This is an optimization exercise on Yosys and OpenROAD, whose aim is small area, not a production implementation. Function was not checked in any run shown here: the RTL went through the layout flow alone.

==> flow/design.v (outline; a module is shown in full before it is edited, if it fits) <==
// module cordic_amplitude_angle: 4887 lines
module cordic_amplitude_angle (
    input                clk,
    input                rst_n,
    input  signed [31:0] x,
    input  signed [31:0] y,
    input                pre_vaild,
    output signed [31:0] amplitude,
    output signed [31:0] angle,
    output reg           post_vaild
);
  // ...
==> flow/flow/run.sh <==
#!/bin/bash
# The standard layout flow (standard.sh) with two changes:
# - the buffers that global placement puts on every input and output port are
#   sky130_fd_sc_hd__buf_1 cells instead of the default choice (the resizer may
#   still upsize them);
# - clock tree synthesis clusters up to 25 flip-flops within 70 um per leaf
#   buffer and inserts no dummy loads.
# standard.sh's own output goes to standard_flow.log; each ORFS step keeps its
# full log under orfs/logs/.
export BUFFER_PORTS_ARGS="-buffer_cell sky130_fd_sc_hd__buf_1"
export CTS_ARGS="-sink_clustering_enable -repair_clock_nets -sink_clustering_size 25 -sink_clustering_max_diameter 70 -dont_use_dummy_load"
bash standard.sh > standard_flow.log 2>&1
==> flow/standard.sh <==
#!/bin/bash
# synth_recipe.tcl (not shown) runs the flow's synth.tcl, then flattens the netlist and writes it again
# the make line also repeats each setting of config.mk as NAME=value (left out here)
make -C /OpenROAD-flow-scripts/flow DESIGN_CONFIG=/design/flow/config.mk WORK_HOME=/design/flow/orfs CLKGATE_MAP_FILE= SYNTH_SCRIPT=/design/flow/synth_recipe.tcl "${@:-finish}"
==> flow/config.mk <==
export PLATFORM = sky130hd
export DESIGN_NAME = cordic_amplitude_angle
export DESIGN_NICKNAME = cordic_amplitude_angle
export VERILOG_FILES = /design/flow/design.v
export SDC_FILE = /design/flow/constraint.sdc
export NUM_CORES = 4
export LEC_CHECK = 0
export CAP_MARGIN = 20
export CORE_MARGIN = 2
export CORE_UTILIZATION = 40
export SLEW_MARGIN = 20
==> flow/constraint.sdc <==
create_clock -name core_clock -period 7.5 [get_ports {clk}]
set_input_delay 1.5000 -clock core_clock [delete_from_list [all_inputs] [get_ports {clk}]]
set_output_delay 1.5000 -clock core_clock [all_outputs]
set_load 0.01 [all_outputs]
==> results.json, run 1 <==
{
  "drc_errors": 0,
  "syn-cell-area_um2": 50000,
  "vias": 34300,
  "cp.buffers_inverters": 2,
  "gp_congestion": 0.855,
  "layout-drive-gt1-share_pct": 7.86,
  "clock_buffers": 40,
  "finalHoldViolCount": 0,
  "fin_skew_ns": 0.0524,
  "final_cell_mix": "ha_1, xnor2_1, xor2_1",
  "dp.cells": 6932,
  "die_h_um": 357,
  "nets": 6601,
  "multi_input_area_um2": 38000,
  "wl_met1_um": 50800,
  "critPathCapture": "X_s7[28]$_DFF_P_",
  "synthToLayoutAreaGrowth_pct": 11.2,
  "dr.first_iter.drc_count": 1386,
  "synthCells": 5073,
  "final_common_cell": "ha_1",
  "routed.top_layer": "met4",
  "synth_seq_area_share_pct": 20.5,
  "hold_buffers": 0,
  "num_antenna_cells": 1,
  "reg2reg_to": "X_s7[28]$_DFF_P_",
  "yosysWarningCount": 1,
  "post_cts.repair.setup_buffers": 5,
  "cp.depth": 33,
  "die-area_um2": 128000,
  "grt_start_max_net_pins": 59,
  "clock_latency_ns": 0.60,
  "r2r_start": "Y_s5[27]$_DFF_P_",
  "status": "finished clean",
  "maxSlewHeadroom_pct": 23.9,
  "grt_pass1_wl_um": 181000,
  "placed_area_um2": 53700,
  "start_util_pct": 40.4,
  "slew_viol_final": 0
}
==> run 2, diff against run 1 <==
--- a/flow/design.v
+++ b/flow/design.v
@@ -3642,75 +3642,61 @@
 wire Yn13_G6 = Yn13_g[10] | (Yn13_p[10] & Yn13_g[9]);
 wire Yn13_P6 = Yn13_p[10] & Yn13_p[9];
 wire Yn13_G7 = Yn13_g[12] | (Yn13_p[12] & Yn13_g[11]);
 wire Yn13_P7 = Yn13_p[12] & Yn13_p[11];
 wire Yn13_G8 = Yn13_g[14] | (Yn13_p[14] & Yn13_g[13]);
 wire Yn13_P8 = Yn13_p[14] & Yn13_p[13];
 wire Yn13_G9 = Yn13_g[16] | (Yn13_p[16] & Yn13_g[15]);
 wire Yn13_P9 = Yn13_p[16] & Yn13_p[15];
-wire Yn13_G10 = Yn13_g[1] | (Yn13_p[1] & Yn13_G1);
-wire Yn13_G11 = Yn13_G2 | (Yn13_P2 & Yn13_G1);
-wire Yn13_G12 = Yn13_g[5] | (Yn13_p[5] & Yn13_G3);
-wire Yn13_P12 = Yn13_p[5] & Yn13_P3;
-wire Yn13_G13 = Yn13_G4 | (Yn13_P4 & Yn13_G3);
-wire Yn13_P13 = Yn13_P4 & Yn13_P3;
-wire Yn13_G14 = Yn13_g[9] | (Yn13_p[9] & Yn13_G5);
-wire Yn13_P14 = Yn13_p[9] & Yn13_P5;
-wire Yn13_G15 = Yn13_G6 | (Yn13_P6 & Yn13_G5);
-wire Yn13_P15 = Yn13_P6 & Yn13_P5;
-wire Yn13_G16 = Yn13_g[13] | (Yn13_p[13] & Yn13_G7);
-wire Yn13_P16 = Yn13_p[13] & Yn13_P7;
-wire Yn13_G17 = Yn13_G8 | (Yn13_P8 & Yn13_G7);
-wire Yn13_P17 = Yn13_P8 & Yn13_P7;
-wire Yn13_G18 = Yn13_g[17] | (Yn13_p[17] & Yn13_G9);
-wire Yn13_P18 = Yn13_p[17] & Yn13_P9;
-wire Yn13_G19 = Yn13_g[3] | (Yn13_p[3] & Yn13_G11);
-wire Yn13_G20 = Yn13_G3 | (Yn13_P3 & Yn13_G11);
-wire Yn13_G21 = Yn13_G12 | (Yn13_P12 & Yn13_G11);
-wire Yn13_G22 = Yn13_G13 | (Yn13_P13 & Yn13_G11);
-wire Yn13_G23 = Yn13_g[11] | (Yn13_p[11] & Yn13_G15);
-wire Yn13_P23 = Yn13_p[11] & Yn13_P15;
-wire Yn13_G24 = Yn13_G7 | (Yn13_P7 & Yn13_G15);
-wire Yn13_P24 = Yn13_P7 & Yn13_P15;
-wire Yn13_G25 = Yn13_G16 | (Yn13_P16 & Yn13_G15);
-wire Yn13_P25 = Yn13_P16 & Yn13_P15;
-wire Yn13_G26 = Yn13_G17 | (Yn13_P17 & Yn13_G15);
-wire Yn13_P26 = Yn13_P17 & Yn13_P15;
-wire Yn13_G27 = Yn13_g[7] | (Yn13_p[7] & Yn13_G22);
-wire Yn13_G28 = Yn13_G5 | (Yn13_P5 & Yn13_G22);
-wire Yn13_G29 = Yn13_G14 | (Yn13_P14 & Yn13_G22);
-wire Yn13_G30 = Yn13_G15 | (Yn13_P15 & Yn13_G22);
-wire Yn13_G31 = Yn13_G23 | (Yn13_P23 & Yn13_G22);
-wire Yn13_G32 = Yn13_G24 | (Yn13_P24 & Yn13_G22);
-wire Yn13_G33 = Yn13_G25 | (Yn13_P25 & Yn13_G22);
-wire Yn13_G34 = Yn13_G26 | (Yn13_P26 & Yn13_G22);
-wire Yn13_G35 = Yn13_g[15] | (Yn13_p[15] & Yn13_G34);
-wire Yn13_G36 = Yn13_G9 | (Yn13_P9 & Yn13_G34);
-wire Yn13_G37 = Yn13_G18 | (Yn13_P18 & Yn13_G34);
+wire Yn13_G10 = Yn13_G2 | (Yn13_P2 & Yn13_G1);
+wire Yn13_G11 = Yn13_G4 | (Yn13_P4 & Yn13_G3);
+wire Yn13_P11 = Yn13_P4 & Yn13_P3;
+wire Yn13_G12 = Yn13_G6 | (Yn13_P6 & Yn13_G5);
+wire Yn13_P12 = Yn13_P6 & Yn13_P5;
+wire Yn13_G13 = Yn13_G8 | (Yn13_P8 & Yn13_G7);
+wire Yn13_P13 = Yn13_P8 & Yn13_P7;
+wire Yn13_G14 = Yn13_G11 | (Yn13_P11 & Yn13_G10);
+wire Yn13_G15 = Yn13_G13 | (Yn13_P13 & Yn13_G12);
+wire Yn13_P15 = Yn13_P13 & Yn13_P12;
+wire Yn13_G16 = Yn13_G15 | (Yn13_P15 & Yn13_G14);
+wire Yn13_G17 = Yn13_G12 | (Yn13_P12 & Yn13_G14);
+wire Yn13_G18 = Yn13_G3 | (Yn13_P3 & Yn13_G10);
+wire Yn13_G19 = Yn13_G5 | (Yn13_P5 & Yn13_G14);
+wire Yn13_G20 = Yn13_G7 | (Yn13_P7 & Yn13_G17);
+wire Yn13_G21 = Yn13_G9 | (Yn13_P9 & Yn13_G16);
+wire Yn13_G22 = Yn13_g[1] | (Yn13_p[1] & Yn13_G1);
+wire Yn13_G23 = Yn13_g[3] | (Yn13_p[3] & Yn13_G10);
+wire Yn13_G24 = Yn13_g[5] | (Yn13_p[5] & Yn13_G18);
+wire Yn13_G25 = Yn13_g[7] | (Yn13_p[7] & Yn13_G14);
+wire Yn13_G26 = Yn13_g[9] | (Yn13_p[9] & Yn13_G19);
+wire Yn13_G27 = Yn13_g[11] | (Yn13_p[11] & Yn13_G17);
+wire Yn13_G28 = Yn13_g[13] | (Yn13_p[13] & Yn13_G20);
+wire Yn13_G29 = Yn13_g[15] | (Yn13_p[15] & Yn13_G16);
+wire Yn13_G30 = Yn13_g[17] | (Yn13_p[17] & Yn13_G21);
 wire [18:0] Yn13;
 assign Yn13[0] = Yn13_p[0] ^ yc13;
 assign Yn13[1] = Yn13_p[1] ^ Yn13_G1;
-assign Yn13[2] = Yn13_p[2] ^ Yn13_G10;
-assign Yn13[3] = Yn13_p[3] ^ Yn13_G11;
-assign Yn13[4] = Yn13_p[4] ^ Yn13_G19;
-assign Yn13[5] = Yn13_p[5] ^ Yn13_G20;
-assign Yn13[6] = Yn13_p[6] ^ Yn13_G21;
-assign Yn13[7] = Yn13_p[7] ^ Yn13_G22;
-assign Yn13[8] = Yn13_p[8] ^ Yn13_G27;
-assign Yn13[9] = Yn13_p[9] ^ Yn13_G28;
-assign Yn13[10] = Yn13_p[10] ^ Yn13_G29;
-assign Yn13[11] = Yn13_p[11] ^ Yn13_G30;
-assign Yn13[12] = Yn13_p[12] ^ Yn13_G31;
-assign Yn13[13] = Yn13_p[13] ^ Yn13_G32;
-assign Yn13[14] = Yn13_p[14] ^ Yn13_G33;
-assign Yn13[15] = Yn13_p[15] ^ Yn13_G34;
-assign Yn13[16] = Yn13_p[16] ^ Yn13_G35;
-assign Yn13[17] = Yn13_p[17] ^ Yn13_G36;
-assign Yn13[18] = Yn13_p[18] ^ Yn13_G37;
+assign Yn13[2] = Yn13_p[2] ^ Yn13_G22;
+assign Yn13[3] = Yn13_p[3] ^ Yn13_G10;
+assign Yn13[4] = Yn13_p[4] ^ Yn13_G23;
+assign Yn13[5] = Yn13_p[5] ^ Yn13_G18;
+assign Yn13[6] = Yn13_p[6] ^ Yn13_G24;
+assign Yn13[7] = Yn13_p[7] ^ Yn13_G14;
+assign Yn13[8] = Yn13_p[8] ^ Yn13_G25;
+assign Yn13[9] = Yn13_p[9] ^ Yn13_G19;
+assign Yn13[10] = Yn13_p[10] ^ Yn13_G26;
+assign Yn13[11] = Yn13_p[11] ^ Yn13_G17;
+assign Yn13[12] = Yn13_p[12] ^ Yn13_G27;
+assign Yn13[13] = Yn13_p[13] ^ Yn13_G20;
+assign Yn13[14] = Yn13_p[14] ^ Yn13_G28;
+assign Yn13[15] = Yn13_p[15] ^ Yn13_G16;
+assign Yn13[16] = Yn13_p[16] ^ Yn13_G29;
+assign Yn13[17] = Yn13_p[17] ^ Yn13_G21;
+assign Yn13[18] = Yn13_p[18] ^ Yn13_G30;
 wire [16:0] Un13 = U_s13[17:1];
 wire d14 = Yn13[18];
 wire nd14 = ~d14;
 wire e14 = d14 ^ ~sx_s13;
 wire [3:0] xo14 = Yn13[17:14] ^ {4{d14}};
 wire [15:0] Ln14_p, Ln14_g;
 assign Ln14_p[0] = Ln13[0] ^ xo14[0]; assign Ln14_g[0] = Ln13[0] & xo14[0];
 assign Ln14_p[1] = Ln13[1] ^ xo14[1]; assign Ln14_g[1] = Ln13[1] & xo14[1];
==> results.json, run 2 <==
{
  "status": "complete, but fails checks",
  "check-failures": "setup timing",
  "num_rows": 129,
  "drc_errors": 0,
  "wire_per_inst_um": 15.9,
  "critPathLaunchType": "flop",
  "ioPinCount": 132,
  "synth_common_cells": "ha_1, xor2_1, xnor2_1",
  "core_um2": 124000,
  "dpl_worst_slack_ns": -0.473,
  "ant_nets": 0,
  "clock_latency_ns": 0.62,
  "finalCritPeriodShare_pct": 100,
  "max_freq_ghz": 0.133,
  "dpl.hpwl_um": 95400,
  "cts_tree": "done",
  "cts.sink_count": 511,
  "crit_path_frequent_cell": "a21o_1",
  "timing.setup.tns_ns": -0.0262,
  "fin_crit_ns": 7.52,
  "io_buffers": 118,
  "final_cell_mix": "ha_1, xor2_1, xnor2_1",
  "overflow": 0,
  "finalHoldViolCount": 0,
  "drv_cap": 0,
  "hold_class": "flop to flop",
  "synthFlopType": "dfxtp_1",
  "grt_start_max_net_pins": 54,
  "setup_violations": 2,
  "layout-drive-gt1-share_pct": 8.28,
  "endpoint_kind": "flop",
  "synth_area_leaders": "dfxtp_1, ha_1, fa_1",
  "worstPathArrival_ns": 8.04,
  "yosysUniqueCellTypes": 87,
  "slowest_delay_ns": 0.50,
  "cts_buffers": 39,
  "syn_avg_cell_area_um2": 10.0,
  "path_clk_slew_ns": 0.10,
  "synth_top_cell_by_area": "dfxtp_1",
  "synth-seq-cells": 511,
  "clk_path_buf_depth": 3,
  "root_buffer": "clkbuf_16",
  "fin_skew_ns": 0.0604,
  "setup_slack_ns": -0.0172,
  "gp_congestion": 0.874,
  "syn-cell-area_um2": 49800,
  "critPathSlowestCell": "fa_1",
  "vias": 34100,
  "maxSlewHeadroom_pct": 43.4,
  "start_util_pct": 40.3,
  "worst_slew_pin_slew_ns": 0.849,
  "h-tree-depth": 2,
  "async_reset_ff_share_pct": 1.57,
  "grt_usage_pct": 17.4,
  "nets": 6516,
  "synth_top_area_share_pct": 20.2,
  "yosysWarningCount": 1,
  "synth_seq_area_share_pct": 20.6,
  "rsz0062_at_grt": "true",
  "fill_cells": 12000,
  "required_ns": 8.02,
  "slew_viol_final": 0,
  "viasPerCell": 4.94,
  "grt_pass1_vias": 35200,
  "synthToLayoutAreaGrowth_pct": 11.1,
  "dr.pass1.iters": 5,
  "final_common_cell": "ha_1",
  "hold_buffers": 0,
  "routed_wl_um": 110000,
  "crit_path_max_fanout": 6,
  "antenna_found_initial": 0,
  "grt_pass1_wl_um": 179000,
  "die_h_um": 357,
  "path_class": "flop to flop",
  "yosysMostFrequentCell": "ha_1",
  "die_w_um": 357,
  "die-area_um2": 127000,
  "dr.first_iter.drc_count": 1206,
  "synthCells": 4967,
  "synth_edf_count": 0
}
==> run 2: cell types whose count changed after synthesis, sizes merged, moves of 15 or more <==
cell / before / now
nand2: 152 / 133
or3: 37 / 19
nor3: 96 / 81
xor2: 541 / 563
a31o: 10 / 25
a21oi: 217 / 182
a21o: 202 / 255
xnor2: 568 / 553
inv: 530 / 487
==> run 2: cells by family after synthesis <==
kind of cell	synth area share [%]
xor+xnor	19.9
fa+ha+maj	35.7
other cells	0.0151
simple gates	7.33
compound gates	11.5
flops	20.6
mux	0.377
buf+inv	4.51
==> run 2: final timing paths <==
kind / startpoint / end / slack [ns] / cells after the start
setup / recovery: Y_s13[19]$_DFF_P_ / L_s16[15]$_DFF_P_ / -0.02 / 35
hold / removal: e1_s9$_DFF_P_ / e1_s11$_DFF_P_ / 0.28 / 0
setup reg to reg: Y_s13[19]$_DFF_P_ / L_s16[15]$_DFF_P_ / -0.02 / 35
hold reg to reg: e1_s9$_DFF_P_ / e1_s11$_DFF_P_ / 0.28 / 0
max in group asynchronous: rst_n / post_vaild$_DFF_PN0_ / 6.41 / 1
min in group asynchronous: rst_n / vr[6]$_DFF_PN0_ / 0.76 / 1
==> run 2: per-layer routing <==
layer	share of wire (%)	track usage, %
met3	2.8	1.45
met2	50	31.7
met5	0	0
met1	45	22.1
met4	2.4	4.38
==> run 2: layout make-up <==
| class | instances | area (um^2) | share of cell area, % |
|---|---|---|---|
| clock buffers | 39 | 976 | 1.76 |
| multi-input cells | 3884 | 37900 | 68.5 |
| well taps | 1637 | 2050 | 3.70 |
| repair buffers | 347 | 2270 | 4.10 |
| inverters | 487 | 1830 | 3.30 |
| flip-flops and latches | 511 | 10300 | 18.6 |
| diodes | 1 | 2.50 | 0.00452 |
==> run 2: critical path: cells and delay by family, from the launching register on <==
kind,cells,cell delay [ns]
flops,1,0.38
buf+inv,3,0.32
fa+ha+maj,5,1.74
simple gates,6,0.95
xor+xnor,5,0.95
compound gates,16,3.05
==> run 2: repair_timing <==
action / CTS / global route
gates resized for setup: 27 / 71
pin swaps: 14 / 19
setup endpoints to repair: 36 / 86
buffers inserted: 7 / 10
cloned: 0 / 1
==> run 2: stage by stage <==
| stage | hold WS [ns] | cell area (um^2) | util, % | std cells |
|---|---|---|---|---|
| 3_3_place_gp | 0.310 | 53700 | 43.4 | 6848 |
| 4_1_cts | 0.284 | 54800 | 44.4 | 6894 |
| 3_5_place_dp | 0.312 | 53700 | 43.4 | 6848 |
| 5_1_grt | 0.277 | 55300 | 44.8 | 6905 |
| 6_report | 0.276 | 55300 | 44.8 | 6906 |
| 2_1_floorplan | 0.310 | 50000 | - | 4974 |

==> separate check: timing with driven ports <==
The flow's constraints put no driver on any port. The routed layouts listed below were extracted and timed again, unchanged, in two steps.
Step 1: set_driving_cell puts a clkbuf_16 on clk and a buf_2 on each other input, an assumption about the parent block.
Step 2 adds t to the input delays and takes it off the output delays; t is the mean of the earliest and latest rising clock arrival at the registers after step 1. Input paths then give back, and output paths get back, about the clock's delay inside the block.
Three values: no drivers, after step 1, after step 2; two values: the first two.
| run | t (ns) | slack for setup (ns) | hold slack, ns | clock arrival spread, ns | pins driven straight from the clock port |
|---|---|---|---|---|---|
| run 1 | 0.645 | 0.181 / 0.158 / 0.181 | 0.298 / 0.298 / 0.298 | 0.062 / 0.062 | 1 |
| run 2 | 0.649 | -0.017 / -0.017 / -0.017 | 0.276 / 0.276 / 0.276 | 0.072 / 0.073 | 1 |
